From an optimization exercise on the open Yosys and OpenROAD flow, aimed at small area, a short achievable clock period and few clock cycles per item; shortcuts taken in it are not production practice.
RTL that was checked went through simulation tests only; none was proved equivalent to the original.
Function not checked in run 1: the RTL went through the layout flow alone.

[flow/flow/run.sh]
#!/bin/bash
# Layout flow: the standard synthesis, then the combinational logic
# (everything but the flip-flops, which keep their names and cells) is
# re-mapped by ABC with an area-recovering script; then the standard
# layout from the netlist, with sky130_fd_sc_hd__buf_2 port buffers.
# Every tool's output goes to a log file in this folder.
set -euo pipefail
bash standard.sh synth > flow_synth.log 2>&1
R=orfs/results/sky130hd/angle_frame/base
cp $R/1_2_yosys.v $R/1_2_yosys_standard.v
LIB=$FLOW_HOME/platforms/sky130hd/lib/sky130_fd_sc_hd__tt_025C_1v80.lib
sed -e "s#@IN@#$R/1_2_yosys_standard.v#" -e "s#@OUT@#$R/1_2_yosys.v#" \
    -e "s#@LIB@#$LIB#g" -e "s#@ABC@#flow/resynth.abc#" flow/resynth.ys > resynth.ys
yosys -l yosys_resynth.log -q resynth.ys > /dev/null 2>&1
bash standard.sh BUFFER_PORTS_ARGS="-buffer_cell sky130_fd_sc_hd__buf_2" finish > flow_finish.log 2>&1
[flow/flow/resynth.abc]
strash
dch
map -B 0.2
topo
stime -c
upsize -c
dnsize -c
[flow/flow/resynth.ys]
read_liberty -overwrite -ignore_miss_func @LIB@
read_verilog -overwrite @IN@
hierarchy -top angle_frame
setattr -mod -set keep_hierarchy 1 sky130_fd_sc_hd__df*
flatten
opt_clean
abc -script @ABC@ -liberty @LIB@ -dont_use sky130_fd_sc_hd__lpflow_bleeder_1 -dont_use sky130_fd_sc_hd__lpflow_clkbufkapwr_1 -dont_use sky130_fd_sc_hd__lpflow_clkbufkapwr_16 -dont_use sky130_fd_sc_hd__lpflow_clkbufkapwr_2 -dont_use sky130_fd_sc_hd__lpflow_clkbufkapwr_4 -dont_use sky130_fd_sc_hd__lpflow_clkbufkapwr_8 -dont_use sky130_fd_sc_hd__lpflow_clkinvkapwr_1 -dont_use sky130_fd_sc_hd__lpflow_clkinvkapwr_16 -dont_use sky130_fd_sc_hd__lpflow_clkinvkapwr_2 -dont_use sky130_fd_sc_hd__lpflow_clkinvkapwr_4 -dont_use sky130_fd_sc_hd__lpflow_clkinvkapwr_8 -dont_use sky130_fd_sc_hd__lpflow_decapkapwr_12 -dont_use sky130_fd_sc_hd__lpflow_decapkapwr_3 -dont_use sky130_fd_sc_hd__lpflow_decapkapwr_4 -dont_use sky130_fd_sc_hd__lpflow_decapkapwr_6 -dont_use sky130_fd_sc_hd__lpflow_decapkapwr_8 -dont_use sky130_fd_sc_hd__lpflow_inputiso0n_1 -dont_use sky130_fd_sc_hd__lpflow_inputiso0p_1 -dont_use sky130_fd_sc_hd__lpflow_inputiso1n_1 -dont_use sky130_fd_sc_hd__lpflow_inputiso1p_1 -dont_use sky130_fd_sc_hd__lpflow_inputisolatch_1 -dont_use sky130_fd_sc_hd__lpflow_isobufsrc_1 -dont_use sky130_fd_sc_hd__lpflow_isobufsrc_16 -dont_use sky130_fd_sc_hd__lpflow_isobufsrc_2 -dont_use sky130_fd_sc_hd__lpflow_isobufsrc_4 -dont_use sky130_fd_sc_hd__lpflow_isobufsrc_8 -dont_use sky130_fd_sc_hd__lpflow_isobufsrckapwr_16 -dont_use sky130_fd_sc_hd__lpflow_lsbuf_lh_hl_isowell_tap_1 -dont_use sky130_fd_sc_hd__lpflow_lsbuf_lh_hl_isowell_tap_2 -dont_use sky130_fd_sc_hd__lpflow_lsbuf_lh_hl_isowell_tap_4 -dont_use sky130_fd_sc_hd__lpflow_lsbuf_lh_isowell_4 -dont_use sky130_fd_sc_hd__lpflow_lsbuf_lh_isowell_tap_1 -dont_use sky130_fd_sc_hd__lpflow_lsbuf_lh_isowell_tap_2 -dont_use sky130_fd_sc_hd__lpflow_lsbuf_lh_isowell_tap_4 -dont_use sky130_fd_sc_hd__probe_p_8 -dont_use sky130_fd_sc_hd__probec_p_8 
opt_clean -purge
hilomap -singleton -hicell sky130_fd_sc_hd__conb_1 HI -locell sky130_fd_sc_hd__conb_1 LO
setundef -zero
splitnets
opt_clean -purge
stat -liberty @LIB@
delete =sky130_fd_sc_hd__*
write_verilog -noattr -noexpr -nohex -nodec @OUT@
[flow/standard.sh]
#!/bin/bash
# synth_recipe.tcl (not shown) runs the flow's synth.tcl, then flattens the netlist and writes it again
# the make line also repeats each setting of config.mk as NAME=value (left out here)
make -C /OpenROAD-flow-scripts/flow DESIGN_CONFIG=/design/flow/config.mk WORK_HOME=/design/flow/orfs CLKGATE_MAP_FILE= SYNTH_SCRIPT=/design/flow/synth_recipe.tcl "${@:-finish}"
[flow/config.mk]
export PLATFORM = sky130hd
export DESIGN_NAME = angle_frame
export DESIGN_NICKNAME = angle_frame
export VERILOG_FILES = /design/flow/design.v
export SDC_FILE = /design/flow/constraint.sdc
export NUM_CORES = 8
export LEC_CHECK = 0
export CAP_MARGIN = 20
export CORE_MARGIN = 2
export CORE_UTILIZATION = 40
export CTS_BUF_LIST = sky130_fd_sc_hd__clkbuf_16
export CTS_CLUSTER_DIAMETER = 80
export CTS_CLUSTER_SIZE = 24
export SETUP_SLACK_MARGIN = 4.7
export SLEW_MARGIN = 20
export SYNTH_MEMORY_MAX_BITS = 65536
[flow/constraint.sdc]
create_clock -name core_clock -period 8.0 [get_ports {clk}]
set_input_delay 1.6000 -clock core_clock [delete_from_list [all_inputs] [get_ports {clk}]]
set_output_delay 1.6000 -clock core_clock [all_outputs]
set_load 0.01 [all_outputs]
[flow/design.v]
module atang(
	input             clk,
	input             load,       
	input      [11:0] x,
	input      [11:0] y,
	output     [31:0] z,
	output            far2,       
	output            far1,       
	output            dec         
    );
	reg  [32:0] xr;              
	reg  [34:0] rr;              
	reg  [31:0] zr;
	reg  [31:1] t;               
	reg  [16:0] oh;              
	reg         dn;              
	wire d = rr[34];             
	wire dx = ~dn;
	reg  [29:0] a;
	wire [29:0] anext = ({30{oh[0]}} & 30'h1C128E80) |
	                    ({30{oh[1]}} & 30'h0E400224) |
	                    ({30{oh[2]}} & 30'h0727154C) |
	                    ({30{oh[3]}} & 30'h03946F29) |
	                    ({30{oh[4]}} & 30'h01CA5435) |
	                    ({30{oh[5]}} & 30'h00E52D8D) |
	                    ({30{oh[6]}} & 30'h007296C6) |
	                    ({30{~t[7]}} & {1'b0, a[29:1]});
	wire [32:0] xmask;
	assign xmask[0] = 1'b0;
	assign xmask[1] = t[1];
	assign xmask[2] = t[2];
	assign xmask[3] = t[3];
	assign xmask[4] = t[4];
	assign xmask[5] = t[5];
	assign xmask[6] = t[6];
	assign xmask[7] = t[7];
	assign xmask[8] = t[8];
	assign xmask[9] = t[9];
	assign xmask[10] = t[10];
	assign xmask[11] = t[11];
	assign xmask[12] = t[12];
	assign xmask[13] = t[13];
	assign xmask[14] = t[14];
	assign xmask[15] = t[15];
	assign xmask[16] = t[16];
	assign xmask[17] = t[17];
	assign xmask[18] = t[18];
	assign xmask[19] = t[19];
	assign xmask[20] = t[20];
	assign xmask[21] = t[21];
	assign xmask[22] = t[22];
	assign xmask[23] = t[23];
	assign xmask[24] = t[24];
	assign xmask[25] = t[25];
	assign xmask[26] = t[26];
	assign xmask[27] = t[27];
	assign xmask[28] = t[28];
	assign xmask[29] = t[29];
	assign xmask[30] = t[30];
	assign xmask[32:31] = 2'b11;
	wire [32:0] xm = xr & xmask;
	wire [32:0] ysh;
	assign ysh[0] = (oh[0] & rr[1]) | (oh[1] & rr[3]) | (oh[2] & rr[5]) | (oh[3] & rr[7]) | (oh[4] & rr[9]) | (oh[5] & rr[11]) | (oh[6] & rr[13]) | (oh[7] & rr[15]) | (oh[8] & rr[17]) | (oh[9] & rr[19]) | (oh[10] & rr[21]) | (oh[11] & rr[23]) | (oh[12] & rr[25]) | (oh[13] & rr[27]) | (oh[14] & rr[29]) | (oh[15] & rr[31]) | (oh[16] & rr[33]) | (rr[34] & ~t[17]);
	assign ysh[1] = (oh[0] & rr[2]) | (oh[1] & rr[4]) | (oh[2] & rr[6]) | (oh[3] & rr[8]) | (oh[4] & rr[10]) | (oh[5] & rr[12]) | (oh[6] & rr[14]) | (oh[7] & rr[16]) | (oh[8] & rr[18]) | (oh[9] & rr[20]) | (oh[10] & rr[22]) | (oh[11] & rr[24]) | (oh[12] & rr[26]) | (oh[13] & rr[28]) | (oh[14] & rr[30]) | (oh[15] & rr[32]) | (rr[34] & ~t[16]);
	assign ysh[2] = (oh[0] & rr[3]) | (oh[1] & rr[5]) | (oh[2] & rr[7]) | (oh[3] & rr[9]) | (oh[4] & rr[11]) | (oh[5] & rr[13]) | (oh[6] & rr[15]) | (oh[7] & rr[17]) | (oh[8] & rr[19]) | (oh[9] & rr[21]) | (oh[10] & rr[23]) | (oh[11] & rr[25]) | (oh[12] & rr[27]) | (oh[13] & rr[29]) | (oh[14] & rr[31]) | (oh[15] & rr[33]) | (rr[34] & ~t[16]);
	assign ysh[3] = (oh[0] & rr[4]) | (oh[1] & rr[6]) | (oh[2] & rr[8]) | (oh[3] & rr[10]) | (oh[4] & rr[12]) | (oh[5] & rr[14]) | (oh[6] & rr[16]) | (oh[7] & rr[18]) | (oh[8] & rr[20]) | (oh[9] & rr[22]) | (oh[10] & rr[24]) | (oh[11] & rr[26]) | (oh[12] & rr[28]) | (oh[13] & rr[30]) | (oh[14] & rr[32]) | (rr[34] & ~t[15]);
	assign ysh[4] = (oh[0] & rr[5]) | (oh[1] & rr[7]) | (oh[2] & rr[9]) | (oh[3] & rr[11]) | (oh[4] & rr[13]) | (oh[5] & rr[15]) | (oh[6] & rr[17]) | (oh[7] & rr[19]) | (oh[8] & rr[21]) | (oh[9] & rr[23]) | (oh[10] & rr[25]) | (oh[11] & rr[27]) | (oh[12] & rr[29]) | (oh[13] & rr[31]) | (oh[14] & rr[33]) | (rr[34] & ~t[15]);
	assign ysh[5] = (oh[0] & rr[6]) | (oh[1] & rr[8]) | (oh[2] & rr[10]) | (oh[3] & rr[12]) | (oh[4] & rr[14]) | (oh[5] & rr[16]) | (oh[6] & rr[18]) | (oh[7] & rr[20]) | (oh[8] & rr[22]) | (oh[9] & rr[24]) | (oh[10] & rr[26]) | (oh[11] & rr[28]) | (oh[12] & rr[30]) | (oh[13] & rr[32]) | (rr[34] & ~t[14]);
	assign ysh[6] = (oh[0] & rr[7]) | (oh[1] & rr[9]) | (oh[2] & rr[11]) | (oh[3] & rr[13]) | (oh[4] & rr[15]) | (oh[5] & rr[17]) | (oh[6] & rr[19]) | (oh[7] & rr[21]) | (oh[8] & rr[23]) | (oh[9] & rr[25]) | (oh[10] & rr[27]) | (oh[11] & rr[29]) | (oh[12] & rr[31]) | (oh[13] & rr[33]) | (rr[34] & ~t[14]);
	assign ysh[7] = (oh[0] & rr[8]) | (oh[1] & rr[10]) | (oh[2] & rr[12]) | (oh[3] & rr[14]) | (oh[4] & rr[16]) | (oh[5] & rr[18]) | (oh[6] & rr[20]) | (oh[7] & rr[22]) | (oh[8] & rr[24]) | (oh[9] & rr[26]) | (oh[10] & rr[28]) | (oh[11] & rr[30]) | (oh[12] & rr[32]) | (rr[34] & ~t[13]);
	assign ysh[8] = (oh[0] & rr[9]) | (oh[1] & rr[11]) | (oh[2] & rr[13]) | (oh[3] & rr[15]) | (oh[4] & rr[17]) | (oh[5] & rr[19]) | (oh[6] & rr[21]) | (oh[7] & rr[23]) | (oh[8] & rr[25]) | (oh[9] & rr[27]) | (oh[10] & rr[29]) | (oh[11] & rr[31]) | (oh[12] & rr[33]) | (rr[34] & ~t[13]);
	assign ysh[9] = (oh[0] & rr[10]) | (oh[1] & rr[12]) | (oh[2] & rr[14]) | (oh[3] & rr[16]) | (oh[4] & rr[18]) | (oh[5] & rr[20]) | (oh[6] & rr[22]) | (oh[7] & rr[24]) | (oh[8] & rr[26]) | (oh[9] & rr[28]) | (oh[10] & rr[30]) | (oh[11] & rr[32]) | (rr[34] & ~t[12]);
	assign ysh[10] = (oh[0] & rr[11]) | (oh[1] & rr[13]) | (oh[2] & rr[15]) | (oh[3] & rr[17]) | (oh[4] & rr[19]) | (oh[5] & rr[21]) | (oh[6] & rr[23]) | (oh[7] & rr[25]) | (oh[8] & rr[27]) | (oh[9] & rr[29]) | (oh[10] & rr[31]) | (oh[11] & rr[33]) | (rr[34] & ~t[12]);
	assign ysh[11] = (oh[0] & rr[12]) | (oh[1] & rr[14]) | (oh[2] & rr[16]) | (oh[3] & rr[18]) | (oh[4] & rr[20]) | (oh[5] & rr[22]) | (oh[6] & rr[24]) | (oh[7] & rr[26]) | (oh[8] & rr[28]) | (oh[9] & rr[30]) | (oh[10] & rr[32]) | (rr[34] & ~t[11]);
	assign ysh[12] = (oh[0] & rr[13]) | (oh[1] & rr[15]) | (oh[2] & rr[17]) | (oh[3] & rr[19]) | (oh[4] & rr[21]) | (oh[5] & rr[23]) | (oh[6] & rr[25]) | (oh[7] & rr[27]) | (oh[8] & rr[29]) | (oh[9] & rr[31]) | (oh[10] & rr[33]) | (rr[34] & ~t[11]);
	assign ysh[13] = (oh[0] & rr[14]) | (oh[1] & rr[16]) | (oh[2] & rr[18]) | (oh[3] & rr[20]) | (oh[4] & rr[22]) | (oh[5] & rr[24]) | (oh[6] & rr[26]) | (oh[7] & rr[28]) | (oh[8] & rr[30]) | (oh[9] & rr[32]) | (rr[34] & ~t[10]);
	assign ysh[14] = (oh[0] & rr[15]) | (oh[1] & rr[17]) | (oh[2] & rr[19]) | (oh[3] & rr[21]) | (oh[4] & rr[23]) | (oh[5] & rr[25]) | (oh[6] & rr[27]) | (oh[7] & rr[29]) | (oh[8] & rr[31]) | (oh[9] & rr[33]) | (rr[34] & ~t[10]);
	assign ysh[15] = (oh[0] & rr[16]) | (oh[1] & rr[18]) | (oh[2] & rr[20]) | (oh[3] & rr[22]) | (oh[4] & rr[24]) | (oh[5] & rr[26]) | (oh[6] & rr[28]) | (oh[7] & rr[30]) | (oh[8] & rr[32]) | (rr[34] & ~t[9]);
	assign ysh[16] = (oh[0] & rr[17]) | (oh[1] & rr[19]) | (oh[2] & rr[21]) | (oh[3] & rr[23]) | (oh[4] & rr[25]) | (oh[5] & rr[27]) | (oh[6] & rr[29]) | (oh[7] & rr[31]) | (oh[8] & rr[33]) | (rr[34] & ~t[9]);
	assign ysh[17] = (oh[0] & rr[18]) | (oh[1] & rr[20]) | (oh[2] & rr[22]) | (oh[3] & rr[24]) | (oh[4] & rr[26]) | (oh[5] & rr[28]) | (oh[6] & rr[30]) | (oh[7] & rr[32]) | (rr[34] & ~t[8]);
	assign ysh[18] = (oh[0] & rr[19]) | (oh[1] & rr[21]) | (oh[2] & rr[23]) | (oh[3] & rr[25]) | (oh[4] & rr[27]) | (oh[5] & rr[29]) | (oh[6] & rr[31]) | (oh[7] & rr[33]) | (rr[34] & ~t[8]);
	assign ysh[19] = (oh[0] & rr[20]) | (oh[1] & rr[22]) | (oh[2] & rr[24]) | (oh[3] & rr[26]) | (oh[4] & rr[28]) | (oh[5] & rr[30]) | (oh[6] & rr[32]) | (rr[34] & ~t[7]);
	assign ysh[20] = (oh[0] & rr[21]) | (oh[1] & rr[23]) | (oh[2] & rr[25]) | (oh[3] & rr[27]) | (oh[4] & rr[29]) | (oh[5] & rr[31]) | (oh[6] & rr[33]) | (rr[34] & ~t[7]);
	assign ysh[21] = (oh[0] & rr[22]) | (oh[1] & rr[24]) | (oh[2] & rr[26]) | (oh[3] & rr[28]) | (oh[4] & rr[30]) | (oh[5] & rr[32]) | (rr[34] & ~t[6]);
	assign ysh[22] = (oh[0] & rr[23]) | (oh[1] & rr[25]) | (oh[2] & rr[27]) | (oh[3] & rr[29]) | (oh[4] & rr[31]) | (oh[5] & rr[33]) | (rr[34] & ~t[6]);
	assign ysh[23] = (oh[0] & rr[24]) | (oh[1] & rr[26]) | (oh[2] & rr[28]) | (oh[3] & rr[30]) | (oh[4] & rr[32]) | (rr[34] & ~t[5]);
	assign ysh[24] = (oh[0] & rr[25]) | (oh[1] & rr[27]) | (oh[2] & rr[29]) | (oh[3] & rr[31]) | (oh[4] & rr[33]) | (rr[34] & ~t[5]);
	assign ysh[25] = (oh[0] & rr[26]) | (oh[1] & rr[28]) | (oh[2] & rr[30]) | (oh[3] & rr[32]) | (rr[34] & ~t[4]);
	assign ysh[26] = (oh[0] & rr[27]) | (oh[1] & rr[29]) | (oh[2] & rr[31]) | (oh[3] & rr[33]) | (rr[34] & ~t[4]);
	assign ysh[27] = (oh[0] & rr[28]) | (oh[1] & rr[30]) | (oh[2] & rr[32]) | (rr[34] & ~t[3]);
	assign ysh[28] = (oh[0] & rr[29]) | (oh[1] & rr[31]) | (oh[2] & rr[33]) | (rr[34] & ~t[3]);
	assign ysh[29] = (oh[0] & rr[30]) | (oh[1] & rr[32]) | (rr[34] & ~t[2]);
	assign ysh[30] = (oh[0] & rr[31]) | (oh[1] & rr[33]) | (rr[34] & ~t[2]);
	assign ysh[31] = (oh[0] & rr[32]) | (rr[34] & ~t[1]);
	assign ysh[32] = (oh[0] & rr[33]) | (rr[34] & ~t[1]);
	wire [34:0] rnext;
	wire [32:0] xnext;
	wire [31:0] znext;
	add35 radd(.a({rr[33:0], 1'b0}), .b({2'b00, xm} ^ {35{~d}}), .ci(~d), .s(rnext));
	add33 xadd(.a(xr), .b(ysh ^ {33{dx}}), .ci(dx), .s(xnext));
	add32 zadd(.a(zr), .b({2'b00, a} ^ {32{dx}}), .ci(dx), .s(znext));
	wire [12:0] xy_sum, xy_dif;
	add13 sadd(.a({1'b0, x}), .b({1'b0, y}), .ci(1'b0), .s(xy_sum));
	add13 dadd(.a({1'b0, y}), .b(~{1'b0, x}), .ci(1'b1), .s(xy_dif));
	always @(posedge clk) begin
		t <= load ? 31'h7fffffff : {t[30:1], 1'b0};
		oh <= load ? 17'd1 : {oh[15:0], 1'b0};
		a <= load ? 30'h35214E63 : anext;
		dn <= load ? ~xy_dif[12] : ~rnext[34];
		if (load) begin
			xr <= {1'b0, xy_sum, 19'b0};
			rr <= {{3{xy_dif[12]}}, xy_dif, 19'b0};
			zr <= 32'h5A000000;
		end else begin
			xr <= xnext;
			rr <= rnext;
			zr <= znext;
		end
	end
	wire [14:0] zl = zr[14:0] ^ {15{dn}};
	assign far2 = ~|a[29:14] & (zl >= {a[13:0], 1'b0});
	assign far1 = ~|a[29:15] & (zl >= a[14:0]);
	assign dec = dx;
	assign z = zr;
endmodule
module add35(input [34:0] a, input [34:0] b, input ci, output [34:0] s);
	wire [34:0] p0 = a ^ b;
	wire [34:0] g0 = a & b;
	wire gc0 = g0[0] | (p0[0] & ci);
	wire gn1 = g0[1] | (p0[1] & gc0);
	wire gn2 = g0[3] | (p0[3] & g0[2]);
	wire pn2 = p0[3] & p0[2];
	wire gn3 = g0[5] | (p0[5] & g0[4]);
	wire pn3 = p0[5] & p0[4];
	wire gn4 = g0[7] | (p0[7] & g0[6]);
	wire pn4 = p0[7] & p0[6];
	wire gn5 = g0[9] | (p0[9] & g0[8]);
	wire pn5 = p0[9] & p0[8];
	wire gn6 = g0[11] | (p0[11] & g0[10]);
	wire pn6 = p0[11] & p0[10];
	wire gn7 = g0[13] | (p0[13] & g0[12]);
	wire pn7 = p0[13] & p0[12];
	wire gn8 = g0[15] | (p0[15] & g0[14]);
	wire pn8 = p0[15] & p0[14];
	wire gn9 = g0[17] | (p0[17] & g0[16]);
	wire pn9 = p0[17] & p0[16];
	wire gn10 = g0[19] | (p0[19] & g0[18]);
	wire pn10 = p0[19] & p0[18];
	wire gn11 = g0[21] | (p0[21] & g0[20]);
	wire pn11 = p0[21] & p0[20];
	wire gn12 = g0[23] | (p0[23] & g0[22]);
	wire pn12 = p0[23] & p0[22];
	wire gn13 = g0[25] | (p0[25] & g0[24]);
	wire pn13 = p0[25] & p0[24];
	wire gn14 = g0[27] | (p0[27] & g0[26]);
	wire pn14 = p0[27] & p0[26];
	wire gn15 = g0[29] | (p0[29] & g0[28]);
	wire pn15 = p0[29] & p0[28];
	wire gn16 = g0[31] | (p0[31] & g0[30]);
	wire pn16 = p0[31] & p0[30];
	wire gn17 = g0[33] | (p0[33] & g0[32]);
	wire pn17 = p0[33] & p0[32];
	wire gn18 = g0[2] | (p0[2] & gn1);
	wire gn19 = gn2 | (pn2 & gn1);
	wire gn20 = g0[6] | (p0[6] & gn3);
	wire pn20 = p0[6] & pn3;
	wire gn21 = gn4 | (pn4 & gn3);
	wire pn21 = pn4 & pn3;
	wire gn22 = g0[10] | (p0[10] & gn5);
	wire pn22 = p0[10] & pn5;
	wire gn23 = gn6 | (pn6 & gn5);
	wire pn23 = pn6 & pn5;
	wire gn24 = g0[14] | (p0[14] & gn7);
	wire pn24 = p0[14] & pn7;
	wire gn25 = gn8 | (pn8 & gn7);
	wire pn25 = pn8 & pn7;
	wire gn26 = g0[18] | (p0[18] & gn9);
	wire pn26 = p0[18] & pn9;
	wire gn27 = gn10 | (pn10 & gn9);
	wire pn27 = pn10 & pn9;
	wire gn28 = g0[22] | (p0[22] & gn11);
	wire pn28 = p0[22] & pn11;
	wire gn29 = gn12 | (pn12 & gn11);
	wire pn29 = pn12 & pn11;
	wire gn30 = g0[26] | (p0[26] & gn13);
	wire pn30 = p0[26] & pn13;
	wire gn31 = gn14 | (pn14 & gn13);
	wire pn31 = pn14 & pn13;
	wire gn32 = g0[30] | (p0[30] & gn15);
	wire pn32 = p0[30] & pn15;
	wire gn33 = gn16 | (pn16 & gn15);
	wire pn33 = pn16 & pn15;
	wire gn34 = g0[34] | (p0[34] & gn17);
	wire pn34 = p0[34] & pn17;
	wire gn35 = g0[4] | (p0[4] & gn19);
	wire gn36 = gn3 | (pn3 & gn19);
	wire gn37 = gn20 | (pn20 & gn19);
	wire gn38 = gn21 | (pn21 & gn19);
	wire gn39 = g0[12] | (p0[12] & gn23);
	wire pn39 = p0[12] & pn23;
	wire gn40 = gn7 | (pn7 & gn23);
	wire pn40 = pn7 & pn23;
	wire gn41 = gn24 | (pn24 & gn23);
	wire pn41 = pn24 & pn23;
	wire gn42 = gn25 | (pn25 & gn23);
	wire pn42 = pn25 & pn23;
	wire gn43 = g0[20] | (p0[20] & gn27);
	wire pn43 = p0[20] & pn27;
	wire gn44 = gn11 | (pn11 & gn27);
	wire pn44 = pn11 & pn27;
	wire gn45 = gn28 | (pn28 & gn27);
	wire pn45 = pn28 & pn27;
	wire gn46 = gn29 | (pn29 & gn27);
	wire pn46 = pn29 & pn27;
	wire gn47 = g0[28] | (p0[28] & gn31);
	wire pn47 = p0[28] & pn31;
	wire gn48 = gn15 | (pn15 & gn31);
	wire pn48 = pn15 & pn31;
	wire gn49 = gn32 | (pn32 & gn31);
	wire pn49 = pn32 & pn31;
	wire gn50 = gn33 | (pn33 & gn31);
	wire pn50 = pn33 & pn31;
	wire gn51 = g0[8] | (p0[8] & gn38);
	wire gn52 = gn5 | (pn5 & gn38);
	wire gn53 = gn22 | (pn22 & gn38);
	wire gn54 = gn23 | (pn23 & gn38);
	wire gn55 = gn39 | (pn39 & gn38);
	wire gn56 = gn40 | (pn40 & gn38);
	wire gn57 = gn41 | (pn41 & gn38);
	wire gn58 = gn42 | (pn42 & gn38);
	wire gn59 = g0[24] | (p0[24] & gn46);
	wire pn59 = p0[24] & pn46;
	wire gn60 = gn13 | (pn13 & gn46);
	wire pn60 = pn13 & pn46;
	wire gn61 = gn30 | (pn30 & gn46);
	wire pn61 = pn30 & pn46;
	wire gn62 = gn31 | (pn31 & gn46);
	wire pn62 = pn31 & pn46;
	wire gn63 = gn47 | (pn47 & gn46);
	wire pn63 = pn47 & pn46;
	wire gn64 = gn48 | (pn48 & gn46);
	wire pn64 = pn48 & pn46;
	wire gn65 = gn49 | (pn49 & gn46);
	wire pn65 = pn49 & pn46;
	wire gn66 = gn50 | (pn50 & gn46);
	wire pn66 = pn50 & pn46;
	wire gn67 = g0[16] | (p0[16] & gn58);
	wire gn68 = gn9 | (pn9 & gn58);
	wire gn69 = gn26 | (pn26 & gn58);
	wire gn70 = gn27 | (pn27 & gn58);
	wire gn71 = gn43 | (pn43 & gn58);
	wire gn72 = gn44 | (pn44 & gn58);
	wire gn73 = gn45 | (pn45 & gn58);
	wire gn74 = gn46 | (pn46 & gn58);
	wire gn75 = gn59 | (pn59 & gn58);
	wire gn76 = gn60 | (pn60 & gn58);
	wire gn77 = gn61 | (pn61 & gn58);
	wire gn78 = gn62 | (pn62 & gn58);
	wire gn79 = gn63 | (pn63 & gn58);
	wire gn80 = gn64 | (pn64 & gn58);
	wire gn81 = gn65 | (pn65 & gn58);
	wire gn82 = gn66 | (pn66 & gn58);
	wire gn83 = g0[32] | (p0[32] & gn82);
	wire gn84 = gn17 | (pn17 & gn82);
	wire gn85 = gn34 | (pn34 & gn82);
	wire [34:0] c;
	assign c[0] = ci;
	assign c[1] = gc0;
	assign c[2] = gn1;
	assign c[3] = gn18;
	assign c[4] = gn19;
	assign c[5] = gn35;
	assign c[6] = gn36;
	assign c[7] = gn37;
	assign c[8] = gn38;
	assign c[9] = gn51;
	assign c[10] = gn52;
	assign c[11] = gn53;
	assign c[12] = gn54;
	assign c[13] = gn55;
	assign c[14] = gn56;
	assign c[15] = gn57;
	assign c[16] = gn58;
	assign c[17] = gn67;
	assign c[18] = gn68;
	assign c[19] = gn69;
	assign c[20] = gn70;
	assign c[21] = gn71;
	assign c[22] = gn72;
	assign c[23] = gn73;
	assign c[24] = gn74;
	assign c[25] = gn75;
	assign c[26] = gn76;
	assign c[27] = gn77;
	assign c[28] = gn78;
	assign c[29] = gn79;
	assign c[30] = gn80;
	assign c[31] = gn81;
	assign c[32] = gn82;
	assign c[33] = gn83;
	assign c[34] = gn84;
	assign s = p0 ^ c;
endmodule
module add33(input [32:0] a, input [32:0] b, input ci, output [32:0] s);
	wire [32:0] p0 = a ^ b;
	wire [32:0] g0 = a & b;
	wire gc0 = g0[0] | (p0[0] & ci);
	wire gn1 = g0[1] | (p0[1] & gc0);
	wire gn2 = g0[3] | (p0[3] & g0[2]);
	wire pn2 = p0[3] & p0[2];
	wire gn3 = g0[5] | (p0[5] & g0[4]);
	wire pn3 = p0[5] & p0[4];
	wire gn4 = g0[7] | (p0[7] & g0[6]);
	wire pn4 = p0[7] & p0[6];
	wire gn5 = g0[9] | (p0[9] & g0[8]);
	wire pn5 = p0[9] & p0[8];
	wire gn6 = g0[11] | (p0[11] & g0[10]);
	wire pn6 = p0[11] & p0[10];
	wire gn7 = g0[13] | (p0[13] & g0[12]);
	wire pn7 = p0[13] & p0[12];
	wire gn8 = g0[15] | (p0[15] & g0[14]);
	wire pn8 = p0[15] & p0[14];
	wire gn9 = g0[17] | (p0[17] & g0[16]);
	wire pn9 = p0[17] & p0[16];
	wire gn10 = g0[19] | (p0[19] & g0[18]);
	wire pn10 = p0[19] & p0[18];
	wire gn11 = g0[21] | (p0[21] & g0[20]);
	wire pn11 = p0[21] & p0[20];
	wire gn12 = g0[23] | (p0[23] & g0[22]);
	wire pn12 = p0[23] & p0[22];
	wire gn13 = g0[25] | (p0[25] & g0[24]);
	wire pn13 = p0[25] & p0[24];
	wire gn14 = g0[27] | (p0[27] & g0[26]);
	wire pn14 = p0[27] & p0[26];
	wire gn15 = g0[29] | (p0[29] & g0[28]);
	wire pn15 = p0[29] & p0[28];
	wire gn16 = g0[31] | (p0[31] & g0[30]);
	wire pn16 = p0[31] & p0[30];
	wire gn17 = g0[2] | (p0[2] & gn1);
	wire gn18 = gn2 | (pn2 & gn1);
	wire gn19 = g0[6] | (p0[6] & gn3);
	wire pn19 = p0[6] & pn3;
	wire gn20 = gn4 | (pn4 & gn3);
	wire pn20 = pn4 & pn3;
	wire gn21 = g0[10] | (p0[10] & gn5);
	wire pn21 = p0[10] & pn5;
	wire gn22 = gn6 | (pn6 & gn5);
	wire pn22 = pn6 & pn5;
	wire gn23 = g0[14] | (p0[14] & gn7);
	wire pn23 = p0[14] & pn7;
	wire gn24 = gn8 | (pn8 & gn7);
	wire pn24 = pn8 & pn7;
	wire gn25 = g0[18] | (p0[18] & gn9);
	wire pn25 = p0[18] & pn9;
	wire gn26 = gn10 | (pn10 & gn9);
	wire pn26 = pn10 & pn9;
	wire gn27 = g0[22] | (p0[22] & gn11);
	wire pn27 = p0[22] & pn11;
	wire gn28 = gn12 | (pn12 & gn11);
	wire pn28 = pn12 & pn11;
	wire gn29 = g0[26] | (p0[26] & gn13);
	wire pn29 = p0[26] & pn13;
	wire gn30 = gn14 | (pn14 & gn13);
	wire pn30 = pn14 & pn13;
	wire gn31 = g0[30] | (p0[30] & gn15);
	wire pn31 = p0[30] & pn15;
	wire gn32 = gn16 | (pn16 & gn15);
	wire pn32 = pn16 & pn15;
	wire gn33 = g0[4] | (p0[4] & gn18);
	wire gn34 = gn3 | (pn3 & gn18);
	wire gn35 = gn19 | (pn19 & gn18);
	wire gn36 = gn20 | (pn20 & gn18);
	wire gn37 = g0[12] | (p0[12] & gn22);
	wire pn37 = p0[12] & pn22;
	wire gn38 = gn7 | (pn7 & gn22);
	wire pn38 = pn7 & pn22;
	wire gn39 = gn23 | (pn23 & gn22);
	wire pn39 = pn23 & pn22;
	wire gn40 = gn24 | (pn24 & gn22);
	wire pn40 = pn24 & pn22;
	wire gn41 = g0[20] | (p0[20] & gn26);
	wire pn41 = p0[20] & pn26;
	wire gn42 = gn11 | (pn11 & gn26);
	wire pn42 = pn11 & pn26;
	wire gn43 = gn27 | (pn27 & gn26);
	wire pn43 = pn27 & pn26;
	wire gn44 = gn28 | (pn28 & gn26);
	wire pn44 = pn28 & pn26;
	wire gn45 = g0[28] | (p0[28] & gn30);
	wire pn45 = p0[28] & pn30;
	wire gn46 = gn15 | (pn15 & gn30);
	wire pn46 = pn15 & pn30;
	wire gn47 = gn31 | (pn31 & gn30);
	wire pn47 = pn31 & pn30;
	wire gn48 = gn32 | (pn32 & gn30);
	wire pn48 = pn32 & pn30;
	wire gn49 = g0[8] | (p0[8] & gn36);
	wire gn50 = gn5 | (pn5 & gn36);
	wire gn51 = gn21 | (pn21 & gn36);
	wire gn52 = gn22 | (pn22 & gn36);
	wire gn53 = gn37 | (pn37 & gn36);
	wire gn54 = gn38 | (pn38 & gn36);
	wire gn55 = gn39 | (pn39 & gn36);
	wire gn56 = gn40 | (pn40 & gn36);
	wire gn57 = g0[24] | (p0[24] & gn44);
	wire pn57 = p0[24] & pn44;
	wire gn58 = gn13 | (pn13 & gn44);
	wire pn58 = pn13 & pn44;
	wire gn59 = gn29 | (pn29 & gn44);
	wire pn59 = pn29 & pn44;
	wire gn60 = gn30 | (pn30 & gn44);
	wire pn60 = pn30 & pn44;
	wire gn61 = gn45 | (pn45 & gn44);
	wire pn61 = pn45 & pn44;
	wire gn62 = gn46 | (pn46 & gn44);
	wire pn62 = pn46 & pn44;
	wire gn63 = gn47 | (pn47 & gn44);
	wire pn63 = pn47 & pn44;
	wire gn64 = gn48 | (pn48 & gn44);
	wire pn64 = pn48 & pn44;
	wire gn65 = g0[16] | (p0[16] & gn56);
	wire gn66 = gn9 | (pn9 & gn56);
	wire gn67 = gn25 | (pn25 & gn56);
	wire gn68 = gn26 | (pn26 & gn56);
	wire gn69 = gn41 | (pn41 & gn56);
	wire gn70 = gn42 | (pn42 & gn56);
	wire gn71 = gn43 | (pn43 & gn56);
	wire gn72 = gn44 | (pn44 & gn56);
	wire gn73 = gn57 | (pn57 & gn56);
	wire gn74 = gn58 | (pn58 & gn56);
	wire gn75 = gn59 | (pn59 & gn56);
	wire gn76 = gn60 | (pn60 & gn56);
	wire gn77 = gn61 | (pn61 & gn56);
	wire gn78 = gn62 | (pn62 & gn56);
	wire gn79 = gn63 | (pn63 & gn56);
	wire gn80 = gn64 | (pn64 & gn56);
	wire gn81 = g0[32] | (p0[32] & gn80);
	wire [32:0] c;
	assign c[0] = ci;
	assign c[1] = gc0;
	assign c[2] = gn1;
	assign c[3] = gn17;
	assign c[4] = gn18;
	assign c[5] = gn33;
	assign c[6] = gn34;
	assign c[7] = gn35;
	assign c[8] = gn36;
	assign c[9] = gn49;
	assign c[10] = gn50;
	assign c[11] = gn51;
	assign c[12] = gn52;
	assign c[13] = gn53;
	assign c[14] = gn54;
	assign c[15] = gn55;
	assign c[16] = gn56;
	assign c[17] = gn65;
	assign c[18] = gn66;
	assign c[19] = gn67;
	assign c[20] = gn68;
	assign c[21] = gn69;
	assign c[22] = gn70;
	assign c[23] = gn71;
	assign c[24] = gn72;
	assign c[25] = gn73;
	assign c[26] = gn74;
	assign c[27] = gn75;
	assign c[28] = gn76;
	assign c[29] = gn77;
	assign c[30] = gn78;
	assign c[31] = gn79;
	assign c[32] = gn80;
	assign s = p0 ^ c;
endmodule
module add32(input [31:0] a, input [31:0] b, input ci, output [31:0] s);
	wire [31:0] p0 = a ^ b;
	wire [31:0] g0 = a & b;
	wire gc0 = g0[0] | (p0[0] & ci);
	wire gn1 = g0[1] | (p0[1] & gc0);
	wire gn2 = g0[3] | (p0[3] & g0[2]);
	wire pn2 = p0[3] & p0[2];
	wire gn3 = g0[5] | (p0[5] & g0[4]);
	wire pn3 = p0[5] & p0[4];
	wire gn4 = g0[7] | (p0[7] & g0[6]);
	wire pn4 = p0[7] & p0[6];
	wire gn5 = g0[9] | (p0[9] & g0[8]);
	wire pn5 = p0[9] & p0[8];
	wire gn6 = g0[11] | (p0[11] & g0[10]);
	wire pn6 = p0[11] & p0[10];
	wire gn7 = g0[13] | (p0[13] & g0[12]);
	wire pn7 = p0[13] & p0[12];
	wire gn8 = g0[15] | (p0[15] & g0[14]);
	wire pn8 = p0[15] & p0[14];
	wire gn9 = g0[17] | (p0[17] & g0[16]);
	wire pn9 = p0[17] & p0[16];
	wire gn10 = g0[19] | (p0[19] & g0[18]);
	wire pn10 = p0[19] & p0[18];
	wire gn11 = g0[21] | (p0[21] & g0[20]);
	wire pn11 = p0[21] & p0[20];
	wire gn12 = g0[23] | (p0[23] & g0[22]);
	wire pn12 = p0[23] & p0[22];
	wire gn13 = g0[25] | (p0[25] & g0[24]);
	wire pn13 = p0[25] & p0[24];
	wire gn14 = g0[27] | (p0[27] & g0[26]);
	wire pn14 = p0[27] & p0[26];
	wire gn15 = g0[29] | (p0[29] & g0[28]);
	wire pn15 = p0[29] & p0[28];
	wire gn16 = g0[31] | (p0[31] & g0[30]);
	wire pn16 = p0[31] & p0[30];
	wire gn17 = g0[2] | (p0[2] & gn1);
	wire gn18 = gn2 | (pn2 & gn1);
	wire gn19 = g0[6] | (p0[6] & gn3);
	wire pn19 = p0[6] & pn3;
	wire gn20 = gn4 | (pn4 & gn3);
	wire pn20 = pn4 & pn3;
	wire gn21 = g0[10] | (p0[10] & gn5);
	wire pn21 = p0[10] & pn5;
	wire gn22 = gn6 | (pn6 & gn5);
	wire pn22 = pn6 & pn5;
	wire gn23 = g0[14] | (p0[14] & gn7);
	wire pn23 = p0[14] & pn7;
	wire gn24 = gn8 | (pn8 & gn7);
	wire pn24 = pn8 & pn7;
	wire gn25 = g0[18] | (p0[18] & gn9);
	wire pn25 = p0[18] & pn9;
	wire gn26 = gn10 | (pn10 & gn9);
	wire pn26 = pn10 & pn9;
	wire gn27 = g0[22] | (p0[22] & gn11);
	wire pn27 = p0[22] & pn11;
	wire gn28 = gn12 | (pn12 & gn11);
	wire pn28 = pn12 & pn11;
	wire gn29 = g0[26] | (p0[26] & gn13);
	wire pn29 = p0[26] & pn13;
	wire gn30 = gn14 | (pn14 & gn13);
	wire pn30 = pn14 & pn13;
	wire gn31 = g0[30] | (p0[30] & gn15);
	wire pn31 = p0[30] & pn15;
	wire gn32 = gn16 | (pn16 & gn15);
	wire pn32 = pn16 & pn15;
	wire gn33 = g0[4] | (p0[4] & gn18);
	wire gn34 = gn3 | (pn3 & gn18);
	wire gn35 = gn19 | (pn19 & gn18);
	wire gn36 = gn20 | (pn20 & gn18);
	wire gn37 = g0[12] | (p0[12] & gn22);
	wire pn37 = p0[12] & pn22;
	wire gn38 = gn7 | (pn7 & gn22);
	wire pn38 = pn7 & pn22;
	wire gn39 = gn23 | (pn23 & gn22);
	wire pn39 = pn23 & pn22;
	wire gn40 = gn24 | (pn24 & gn22);
	wire pn40 = pn24 & pn22;
	wire gn41 = g0[20] | (p0[20] & gn26);
	wire pn41 = p0[20] & pn26;
	wire gn42 = gn11 | (pn11 & gn26);
	wire pn42 = pn11 & pn26;
	wire gn43 = gn27 | (pn27 & gn26);
	wire pn43 = pn27 & pn26;
	wire gn44 = gn28 | (pn28 & gn26);
	wire pn44 = pn28 & pn26;
	wire gn45 = g0[28] | (p0[28] & gn30);
	wire pn45 = p0[28] & pn30;
	wire gn46 = gn15 | (pn15 & gn30);
	wire pn46 = pn15 & pn30;
	wire gn47 = gn31 | (pn31 & gn30);
	wire pn47 = pn31 & pn30;
	wire gn48 = gn32 | (pn32 & gn30);
	wire pn48 = pn32 & pn30;
	wire gn49 = g0[8] | (p0[8] & gn36);
	wire gn50 = gn5 | (pn5 & gn36);
	wire gn51 = gn21 | (pn21 & gn36);
	wire gn52 = gn22 | (pn22 & gn36);
	wire gn53 = gn37 | (pn37 & gn36);
	wire gn54 = gn38 | (pn38 & gn36);
	wire gn55 = gn39 | (pn39 & gn36);
	wire gn56 = gn40 | (pn40 & gn36);
	wire gn57 = g0[24] | (p0[24] & gn44);
	wire pn57 = p0[24] & pn44;
	wire gn58 = gn13 | (pn13 & gn44);
	wire pn58 = pn13 & pn44;
	wire gn59 = gn29 | (pn29 & gn44);
	wire pn59 = pn29 & pn44;
	wire gn60 = gn30 | (pn30 & gn44);
	wire pn60 = pn30 & pn44;
	wire gn61 = gn45 | (pn45 & gn44);
	wire pn61 = pn45 & pn44;
	wire gn62 = gn46 | (pn46 & gn44);
	wire pn62 = pn46 & pn44;
	wire gn63 = gn47 | (pn47 & gn44);
	wire pn63 = pn47 & pn44;
	wire gn64 = gn48 | (pn48 & gn44);
	wire pn64 = pn48 & pn44;
	wire gn65 = g0[16] | (p0[16] & gn56);
	wire gn66 = gn9 | (pn9 & gn56);
	wire gn67 = gn25 | (pn25 & gn56);
	wire gn68 = gn26 | (pn26 & gn56);
	wire gn69 = gn41 | (pn41 & gn56);
	wire gn70 = gn42 | (pn42 & gn56);
	wire gn71 = gn43 | (pn43 & gn56);
	wire gn72 = gn44 | (pn44 & gn56);
	wire gn73 = gn57 | (pn57 & gn56);
	wire gn74 = gn58 | (pn58 & gn56);
	wire gn75 = gn59 | (pn59 & gn56);
	wire gn76 = gn60 | (pn60 & gn56);
	wire gn77 = gn61 | (pn61 & gn56);
	wire gn78 = gn62 | (pn62 & gn56);
	wire gn79 = gn63 | (pn63 & gn56);
	wire gn80 = gn64 | (pn64 & gn56);
	wire [31:0] c;
	assign c[0] = ci;
	assign c[1] = gc0;
	assign c[2] = gn1;
	assign c[3] = gn17;
	assign c[4] = gn18;
	assign c[5] = gn33;
	assign c[6] = gn34;
	assign c[7] = gn35;
	assign c[8] = gn36;
	assign c[9] = gn49;
	assign c[10] = gn50;
	assign c[11] = gn51;
	assign c[12] = gn52;
	assign c[13] = gn53;
	assign c[14] = gn54;
	assign c[15] = gn55;
	assign c[16] = gn56;
	assign c[17] = gn65;
	assign c[18] = gn66;
	assign c[19] = gn67;
	assign c[20] = gn68;
	assign c[21] = gn69;
	assign c[22] = gn70;
	assign c[23] = gn71;
	assign c[24] = gn72;
	assign c[25] = gn73;
	assign c[26] = gn74;
	assign c[27] = gn75;
	assign c[28] = gn76;
	assign c[29] = gn77;
	assign c[30] = gn78;
	assign c[31] = gn79;
	assign s = p0 ^ c;
endmodule
module add13(input [12:0] a, input [12:0] b, input ci, output [12:0] s);
	wire [12:0] p0 = a ^ b;
	wire [12:0] g0 = a & b;
	wire gc0 = g0[0] | (p0[0] & ci);
	wire gn1 = g0[1] | (p0[1] & gc0);
	wire gn2 = g0[3] | (p0[3] & g0[2]);
	wire pn2 = p0[3] & p0[2];
	wire gn3 = g0[5] | (p0[5] & g0[4]);
	wire pn3 = p0[5] & p0[4];
	wire gn4 = g0[7] | (p0[7] & g0[6]);
	wire pn4 = p0[7] & p0[6];
	wire gn5 = g0[9] | (p0[9] & g0[8]);
	wire pn5 = p0[9] & p0[8];
	wire gn6 = g0[11] | (p0[11] & g0[10]);
	wire pn6 = p0[11] & p0[10];
	wire gn7 = g0[2] | (p0[2] & gn1);
	wire gn8 = gn2 | (pn2 & gn1);
	wire gn9 = g0[6] | (p0[6] & gn3);
	wire pn9 = p0[6] & pn3;
	wire gn10 = gn4 | (pn4 & gn3);
	wire pn10 = pn4 & pn3;
	wire gn11 = g0[10] | (p0[10] & gn5);
	wire pn11 = p0[10] & pn5;
	wire gn12 = gn6 | (pn6 & gn5);
	wire pn12 = pn6 & pn5;
	wire gn13 = g0[4] | (p0[4] & gn8);
	wire gn14 = gn3 | (pn3 & gn8);
	wire gn15 = gn9 | (pn9 & gn8);
	wire gn16 = gn10 | (pn10 & gn8);
	wire gn17 = g0[12] | (p0[12] & gn12);
	wire pn17 = p0[12] & pn12;
	wire gn18 = g0[8] | (p0[8] & gn16);
	wire gn19 = gn5 | (pn5 & gn16);
	wire gn20 = gn11 | (pn11 & gn16);
	wire gn21 = gn12 | (pn12 & gn16);
	wire gn22 = gn17 | (pn17 & gn16);
	wire [12:0] c;
	assign c[0] = ci;
	assign c[1] = gc0;
	assign c[2] = gn1;
	assign c[3] = gn7;
	assign c[4] = gn8;
	assign c[5] = gn13;
	assign c[6] = gn14;
	assign c[7] = gn15;
	assign c[8] = gn16;
	assign c[9] = gn18;
	assign c[10] = gn19;
	assign c[11] = gn20;
	assign c[12] = gn21;
	assign s = p0 ^ c;
endmodule
module conv_dec_ascii(
	input  [16:0] d_in,
	output [20:0] digits     
    );
	wire [6:0] i = d_in[16:10];
	wire [9:0] f = d_in[9:0];
	wire [13:0] m1 = {1'b0, f, 3'b0} + {3'b0, f, 1'b0};
	wire [13:0] m2 = {1'b0, m1[9:0], 3'b0} + {3'b0, m1[9:0], 1'b0};
	wire [13:0] m3 = {1'b0, m2[9:0], 3'b0} + {3'b0, m2[9:0], 1'b0};
	wire [3:0] qh = m1[13:10];
	wire [3:0] qt = m2[13:10];
	wire [3:0] qo = m3[13:10];
	wire [3:0] it = (i >= 7'd120) ? 4'd12 : (i >= 7'd110) ? 4'd11 : (i >= 7'd100) ? 4'd10 :
	                (i >= 7'd90) ? 4'd9 : (i >= 7'd80) ? 4'd8 : (i >= 7'd70) ? 4'd7 :
	                (i >= 7'd60) ? 4'd6 : (i >= 7'd50) ? 4'd5 : (i >= 7'd40) ? 4'd4 :
	                (i >= 7'd30) ? 4'd3 : (i >= 7'd20) ? 4'd2 : (i >= 7'd10) ? 4'd1 : 4'd0;
	wire [6:0] io = i - {it, 3'b0} - {2'b0, it, 1'b0};
	wire       ih = it[3] & (it[2] | it[1]);
	wire [8:0] ti = {ih, ih ? it - 4'd10 : it, io[3:0]};
	assign digits = {ti, qh, qt, qo};
endmodule
module CRC(
	input  [20:0] digits,    
	output [7:0]  crc
    );
	function [7:0] crc8;
		input [47:0] m;
		integer k;
		reg [7:0] c;
		reg fb;
		begin
			c = 8'h80;
			for (k = 47; k >= 0; k = k - 1) begin
				fb = c[7] ^ m[k];
				c = {c[6:0], 1'b0} ^ (fb ? 8'h31 : 8'h00);
			end
			crc8 = c;
		end
	endfunction
	wire [47:0] text = {7'b0011000, digits[20], 4'h3, digits[19:16], 4'h3, digits[15:12],
	                    4'h3, digits[11:8], 4'h3, digits[7:4], 4'h3, digits[3:0]};
	assign crc = crc8(text);
endmodule
module angle_frame(
	input clk,
	input rst,
	input start,
	input [11:0] x,
	input [11:0] y,
	output [55:0] frame,
	output frame_valid
    );
	reg        busy;
	reg        valid;
	reg  [20:0] dig;
	reg  [7:0]  crc_hi;          
	wire [31:0] z;
	wire [20:0] dig_next;
	wire [7:0]  crc_hi_next, crc_lo, crc_0;
	wire        far2, far1, dec;
	atang Arctg_alg(.clk(clk), .load(start), .x(x), .y(y), .z(z),
	                .far2(far2), .far1(far1), .dec(dec));
	conv_dec_ascii Conversie(.d_in(z[31:15]), .digits(dig_next));
	CRC crc_a(.digits({dig_next[20:4], 4'd0}), .crc(crc_hi_next));
	CRC crc_b(.digits({17'd0, dig[3:0]}), .crc(crc_lo));
	CRC crc_c(.digits(21'd0), .crc(crc_0));
	reg        pend;
	reg        dprev;
	wire       late = pend & (dec ^ dprev);
	wire       live = busy & ~late;
	always @(posedge clk) begin
		dig <= dig_next;
		crc_hi <= crc_hi_next;
		dprev <= dec;
		if (rst) begin
			busy  <= 1'b0;
			valid <= 1'b0;
			pend  <= 1'b0;
		end else begin
			busy  <= start | (live & ~far2);
			valid <= live & far2;
			pend  <= live & ~far2 & far1;
		end
	end
	assign frame = {7'b0011000, dig[20], 4'h3, dig[19:16], 4'h3, dig[15:12],
	                4'h3, dig[11:8], 4'h3, dig[7:4], 4'h3, dig[3:0],
	                crc_hi ^ crc_lo ^ crc_0};
	assign frame_valid = valid | late;
endmodule
==> results of run 1 <==
-- per-layer routing --
| metal | vias up | routed length [um] | GRT usage, % |
|---|---|---|---|
| met5 | - | 0 | 0 |
| met4 | 0 | 2380 | 10.25 |
| met3 | 169 | 4133 | 3.995 |
| met2 | 670 | 25360 | 43.80 |
| met1 | 8121 | 23450 | 33.29 |
| li1 | 8720 | - | - |
-- registers in the layout, summed over array words and instances (netlist names) --
register	cells
Arctg_alg.rr	34
Arctg_alg.xr	33
Arctg_alg.zr	32
Arctg_alg.a	30
Arctg_alg.t	30
dig	21
Arctg_alg.oh	16
crc_hi	8
Arctg_alg.dn	1
busy	1
dprev	1
pend	1
valid	1
-- worst min-delay path by stage --
stage / slack, ns / endpoint
final: 0.44 / Arctg_alg.t[30]$_SDFF_PP1_
after detailed placement: 0.42 / Arctg_alg.t[30]$_SDFF_PP1_
after CTS: 0.44 / Arctg_alg.t[30]$_SDFF_PP1_
after global placement: 0.42 / Arctg_alg.t[29]$_SDFF_PP1_
after floorplan: 0.41 / Arctg_alg.t[19]$_SDFF_PP1_
after global routing: 0.46 / Arctg_alg.t[27]$_SDFF_PP1_
-- what timing repair did --
action | in CTS | in global routing
endpoints found under the setup margin | 68 | 53
gates cloned | 2 | 1
pin swaps | 4 | 30
buffers inserted | 9 | 14
gates resized for setup | 48 | 112
-- layout by cell type, fill, tap and decap left out, types with 12 or more instances in the layout --
cell and instances:
clkinv_2 16, o22ai_1 63, nand3b_1 13, or2_2 32, o221ai_1 14, o21ai_1 25
o21ai_0 82, conb_1 27, clkbuf_16 19, nand2_2 26, nor2_1 329, xnor2_1 47
nor3_1 39, buf_2 50, inv_2 16, clkinv_1 265, dfxtp_1 169, nor4_1 13
buf_4 24, o21ai_2 13, a221oi_1 12, xor2_1 92, o211ai_1 18, nand2_1 583
a21oi_1 123, a22oi_1 32, dfxtp_2 32, o21a_1 12, nand3_2 14, nand4_1 47
a31oi_1 12, nand3_1 175
-- final cells by class --
cell class / count / share of cell area, %
inverter: 318 / 7.298
timing repair inverter: 2 / 0.1487
multi-input combinational: 1997 / 59.24
sequential: 209 / 22.97
clock buffer: 19 / 2.568
clock inverter: 13 / 0.7703
timing repair buffer: 87 / 3.453
tap: 525 / 3.548
-- critical path, stage by stage --
cell	delay [ns]
clkbuf_4	0.15
xor2_4	0.17
clkinv_1	0.09
o21a_1	0.22
nor2_2	0.14
a21oi_2	0.05
o21bai_1	0.16
nand2_1	0.11
o21ai_2	0.10
nand2_1	0.09
o21ai_2	0.08
o211ai_1	0.16
nand3b_1	0.14
and3_4	0.19
o21ai_1	0.06
nand2_1	0.10
a21oi_1	0.04
-- metrics by stage --
step	util [%]	area (um2)	cells
finish	46.82	18520	3170
floorplan	-	16150	2525
global route	46.82	18520	3170
CTS	45.56	18020	3155
detailed placement	43.33	17140	3112
global placement	43.33	17140	3112
==> flow_metrics.tcl, run 1 <==
set metrics [dict create \
    status "finished clean" \
    initial_core_util_pct 40.31 \
    period_minus_slack_ns 3.227 \
    reg2reg_depth 14 \
    final_nets 2660 \
    grt_pass1_vias 16500 \
    vias 17680 \
    drv_slew 0 \
    finalClockSkew_ns 0.02665 \
    setup.worst_path.start "x[3]" \
    syn-cell-area_um2 15940 \
    timing.rr.start "Arctg_alg.oh[5]$_SDFF_PP0_" \
    min_period_over_period_pct 40.34 \
    first_pass_iters 6 \
    row_count 73 \
    antenna_found_initial 0 \
    overflow 0 \
    htree_levels 1 \
    wl_per_cell_um 17.45 \
    setup_viol 0 \
    ff_latch_area_um2 4254 \
    clock_sinks 209 \
    endpoint "Arctg_alg.xr[30]$_DFF_P_" \
    hold_path_class "reg2reg" \
    ctsLongestPathBuffers 3 \
    cts_tree "built" \
    synthCells 2500 \
    cts_hold_buf 0 \
    grt_pass1_wl_um 86730 \
    first_iter_violations 1415 \
    hold_depth 1 \
    endpoint_kind "flop" \
    crit_type "in2reg" \
    numCtsBuffers 18 \
    worstReg2RegEnd "Arctg_alg.xr[22]$_DFF_P_" \
    avgSynthCellArea_um2 6.378 \
    relSlewSlack_pct 45.47 \
    port_buffers 56 \
    arrival_ns 3.64 \
    crit_fanout 3 \
    hold-worst-slack_ns 0.4381 \
    place_ws_ns 3.940 \
    drive_gt1_share_pct 14.25 \
    hold_viol 0 \
    grt_usage_pct 26.02 \
    maxCapViolCount 0 \
    rsz0062_at_grt "true" \
    insertion_delay_ns 0.54 \
    area_growth_pct 16.13 \
    timing.hold.worst.start "Arctg_alg.t[29]$_SDFF_PP1_" \
    grt_max_degree 93 \
    worstMarginPinSlew_ns 0.8180 \
    via_per_inst 5.577 \
    routed_wl_um 55320 \
    antenna_cells 0 \
    yosysWarnings 3 \
    cts-root-buf "clkbuf_16" \
    layout_setup_ws_ns 4.773 \
    n_fill_cell 4060 \
    fp.dieH_um 203.7 \
    multi_input_area_um2 10970 \
    die_w_um 203.7 \
    dpl.hpwl_um 39460 \
    max_freq_mhz 309.9 \
    postRouteAntennaNets 0 \
    dieArea_um2 41470 \
    place_congestion 0.9717 \
    reg2reg_slack_ns 4.79 \
    cp-start-kind "input port" \
    io-pin-count 84 \
    critPathRequiredTime_ns 8.42 \
    core-area_um2 39550 \
    fin_tns_setup_ns 0 \
    drc 0 \
    clk_pin_slew_ns 0.08 \
]
==> inputs of run 2 (changes only) <==
--- a/flow/design.v
+++ b/flow/design.v
@@ -18,11 +18,33 @@
 	wire dx = ~dn;
-	reg  [29:0] a;
-	wire [29:0] anext = ({30{oh[0]}} & 30'h1C128E80) |
-	                    ({30{oh[1]}} & 30'h0E400224) |
-	                    ({30{oh[2]}} & 30'h0727154C) |
-	                    ({30{oh[3]}} & 30'h03946F29) |
-	                    ({30{oh[4]}} & 30'h01CA5435) |
-	                    ({30{oh[5]}} & 30'h00E52D8D) |
-	                    ({30{oh[6]}} & 30'h007296C6) |
-	                    ({30{~t[7]}} & {1'b0, a[29:1]});
+	wire [29:17] ohh = t[30:18] & ~t[29:17];
+	wire [29:0] a = ({30{oh[0]}} & 30'h35214E63) |
+	                ({30{oh[1]}} & 30'h1C128E80) |
+	                ({30{oh[2]}} & 30'h0E400224) |
+	                ({30{oh[3]}} & 30'h0727154C) |
+	                ({30{oh[4]}} & 30'h03946F29) |
+	                ({30{oh[5]}} & 30'h01CA5435) |
+	                ({30{oh[6]}} & 30'h00E52D8D) |
+	                ({30{oh[7]}} & 30'h007296C6) |
+	                ({30{oh[8]}} & 30'h00394B63) |
+	                ({30{oh[9]}} & 30'h001CA5B1) |
+	                ({30{oh[10]}} & 30'h000E52D8) |
+	                ({30{oh[11]}} & 30'h0007296C) |
+	                ({30{oh[12]}} & 30'h000394B6) |
+	                ({30{oh[13]}} & 30'h0001CA5B) |
+	                ({30{oh[14]}} & 30'h0000E52D) |
+	                ({30{oh[15]}} & 30'h00007296) |
+	                ({30{oh[16]}} & 30'h0000394B) |
+	                ({30{ohh[17]}} & 30'h00001CA5) |
+	                ({30{ohh[18]}} & 30'h00000E52) |
+	                ({30{ohh[19]}} & 30'h00000729) |
+	                ({30{ohh[20]}} & 30'h00000394) |
+	                ({30{ohh[21]}} & 30'h000001CA) |
+	                ({30{ohh[22]}} & 30'h000000E5) |
+	                ({30{ohh[23]}} & 30'h00000072) |
+	                ({30{ohh[24]}} & 30'h00000039) |
+	                ({30{ohh[25]}} & 30'h0000001C) |
+	                ({30{ohh[26]}} & 30'h0000000E) |
+	                ({30{ohh[27]}} & 30'h00000007) |
+	                ({30{ohh[28]}} & 30'h00000003) |
+	                ({30{ohh[29]}} & 30'h00000001);
 	wire [32:0] xmask;
@@ -107,3 +129,2 @@
 		oh <= load ? 17'd1 : {oh[15:0], 1'b0};
-		a <= load ? 30'h35214E63 : anext;
 		dn <= load ? ~xy_dif[12] : ~rnext[34];
==> flow_metrics.tcl, run 2 <==
set metrics [dict create \
    rsz0062_at_grt "true" \
    cp-start-kind "input port" \
    fp.dieH_um 201.3 \
    final_cell_mix "nand2_1, nor2_1, clkinv_1" \
    largest_register_ffs 34 \
    antenna_found_initial 0 \
    insertion_delay_ns 0.47 \
    numCtsBuffers 17 \
    initial_core_util_pct 40.39 \
    drv_slew 0 \
    first_pass_iters 7 \
    drive_gt1_share_pct 17.23 \
    synthCells 2510 \
    clk_pin_slew_ns 0.08 \
    mostFrequentLayoutCell "nand2_1" \
    area_growth_pct 18.70 \
    vias 17820 \
    arrival_ns 3.67 \
    clock_sinks 179 \
    overflow 0 \
    grt_usage_pct 25.48 \
    first_iter_violations 1554 \
    max_stage_delay_ns 0.22 \
    period_minus_slack_ns 3.273 \
    maxCapViolCount 0 \
    slowest_stage "nor3_2" \
    fin_tns_setup_ns 0 \
    regMostFlops "Arctg_alg.rr" \
    crit_family "compound AO/OA/AOI/OAI gates" \
    status "finished clean" \
    worstMarginPinSlew_ns 0.6850 \
    via_per_inst 5.581 \
    min_period_over_period_pct 40.91 \
    htree_levels 4 \
    multi_input_area_um2 11400 \
    postLayoutCellArea_um2 18480 \
    cts_hold_buf 0 \
    cpMostUsedCell "o21ai_2" \
    hold_path_class "reg2reg" \
    antenna_cells 0 \
    cts-root-buf "clkbuf_16" \
    avgSynthCellArea_um2 6.204 \
    ctsLongestPathBuffers 2 \
    io-pin-count 84 \
    finalClockSkew_ns 0.01463 \
    relSlewSlack_pct 54.33 \
    syn-cell-area_um2 15570 \
    path_cells "buf_8, clkinv_16, nand2_4, a21oi_4, a21oi_2, nand2_1, o21ai_2, o21ai_2, nor2_2, o21ai_2, o21ai_2, o21a_1, o22ai_2, nand2_2, nand3_4, a21oi_4, nor3_2, inv_2, o21ai_1" \
    reg_top3 "Arctg_alg.rr x34, Arctg_alg.xr x33, Arctg_alg.zr x32" \
    yosysWarnings 3 \
    wl_per_cell_um 16.64 \
    dieArea_um2 40530 \
    crit_fanout 4 \
    die_w_um 201.3 \
    crit_buf_inv 3 \
    port_buffers 56 \
    max_freq_mhz 305.6 \
    endpoint_kind "flop" \
    core-area_um2 38560 \
    row_count 72 \
    ff_latch_area_um2 3662 \
    cts_tree "built" \
    grt_pass1_vias 16190 \
    postRouteAntennaNets 0 \
    place_congestion 0.9589 \
    critPathRequiredTime_ns 8.39 \
    placed_area_um2 16770 \
    grt_pass1_wl_um 83970 \
    routed_wl_um 53120 \
    hold_viol 0 \
    grt_max_degree 111 \
    drc 0 \
    dpl.hpwl_um 37980 \
    setup_viol 0 \
    n_fill_cell 4066 \
    final_nets 2689 \
    crit_type "in2reg" \
]
## run 2: cell count changes in the layout (fill, tap and decap cells not counted), sizes merged, moves of 20 or more
cell	delta
dfxtp	-30
nand2	+29
a22oi	+20
o22ai	-30
clkinv	-36
buf	+20
## run 2: per-stage QoR
step                worst slack [ns]  hold slack, ns  util [%]  std cells
floorplan                      4.491          0.4246         -       2535
global placement               4.037          0.3931     43.50       3117
detailed placement             3.952          0.3875     43.50       3117
CTS                            4.603          0.3993     45.57       3153
global route                   4.604          0.4070     47.94       3193
finish                         4.727          0.3987     47.94       3193
## run 2: repair_timing
| item | 4_1_cts | 5_1_grt |
|---|---|---|
| pin swaps | 3 | 35 |
| endpoints found under the setup margin | 61 | 64 |
| cloned | 1 | 2 |
| resized for setup | 43 | 146 |
| buffers inserted | 3 | 38 |
## run 2: worst paths after layout
check	startpoint	to	slack, ns	cells after the start
hold reg to reg	Arctg_alg.zr[25]$_SDFF_PP1_	dig[12]$_DFF_P_	0.40	0
setup / recovery	y[1]	Arctg_alg.rr[32]$_DFF_P_	4.73	19
hold / removal	Arctg_alg.zr[25]$_SDFF_PP1_	dig[12]$_DFF_P_	0.40	0
setup reg to reg	Arctg_alg.rr[34]$_DFF_P_	Arctg_alg.xr[30]$_DFF_P_	4.78	17
## run 2: worst reg2reg max path: stages, from the launching register on
cell      delay, ns
dfxtp_4        0.40
buf_16         0.19
inv_6          0.11
nor2_1         0.08
nor3_1         0.20
nand3b_1       0.22
xnor3_2        0.34
nand3_1        0.18
a31oi_4        0.29
nand4_1        0.21
nand4_4        0.18
nand3_4        0.10
nand2_1        0.13
nand2_1        0.11
nand2_2        0.13
nand3_2        0.08
nand3_1        0.08
o22ai_1        0.09
## run 2: cell type report
cell class	count	share of cell area (%)
multi-input combinational	2053	61.65
sequential	179	19.81
inverter	302	6.999
timing repair buffer	109	4.718
tap	518	3.506
clock buffer	17	2.301
clock inverter	15	1.009
## run 2: per-layer routing
layer	track usage, %	wire length (um)
met4	10.16	2100
met3	3.758	4178
met2	40.68	23230
met1	34.54	23610
met5	0	0
Testbench counts of run 2, summed over its fixed seeds: cycles 155,428, frames 8,000.

-- separate check: timing with driven ports --
The flow's constraints put no driver on any port. The routed layouts listed below were extracted and timed again, unchanged, in two steps.
Step 1: set_driving_cell puts a clkbuf_16 on clk and a buf_2 on each other input, an assumption about the parent block.
Step 2, shift: input delay + t, output delay - t, t = (earliest + latest rising clock arrival at the registers) / 2. This alone moves slack from input paths to output paths.
Three values: no drivers, after step 1, after step 2; two values: the first two.
run | t (ns) | slack for setup (ns) | slew at the worst register clock pin (ns)
run 1 | 0.585 | 4.773 / 4.746 / 4.206 | 0.10 / 0.10
run 2 | 0.522 | 4.727 / 4.696 / 4.223 | 0.08 / 0.08
After both steps every run listed still meets setup and hold. The setup slack of run 1, which loses most, moves by -0.027 ns with the drivers and by -0.567 ns with both steps.
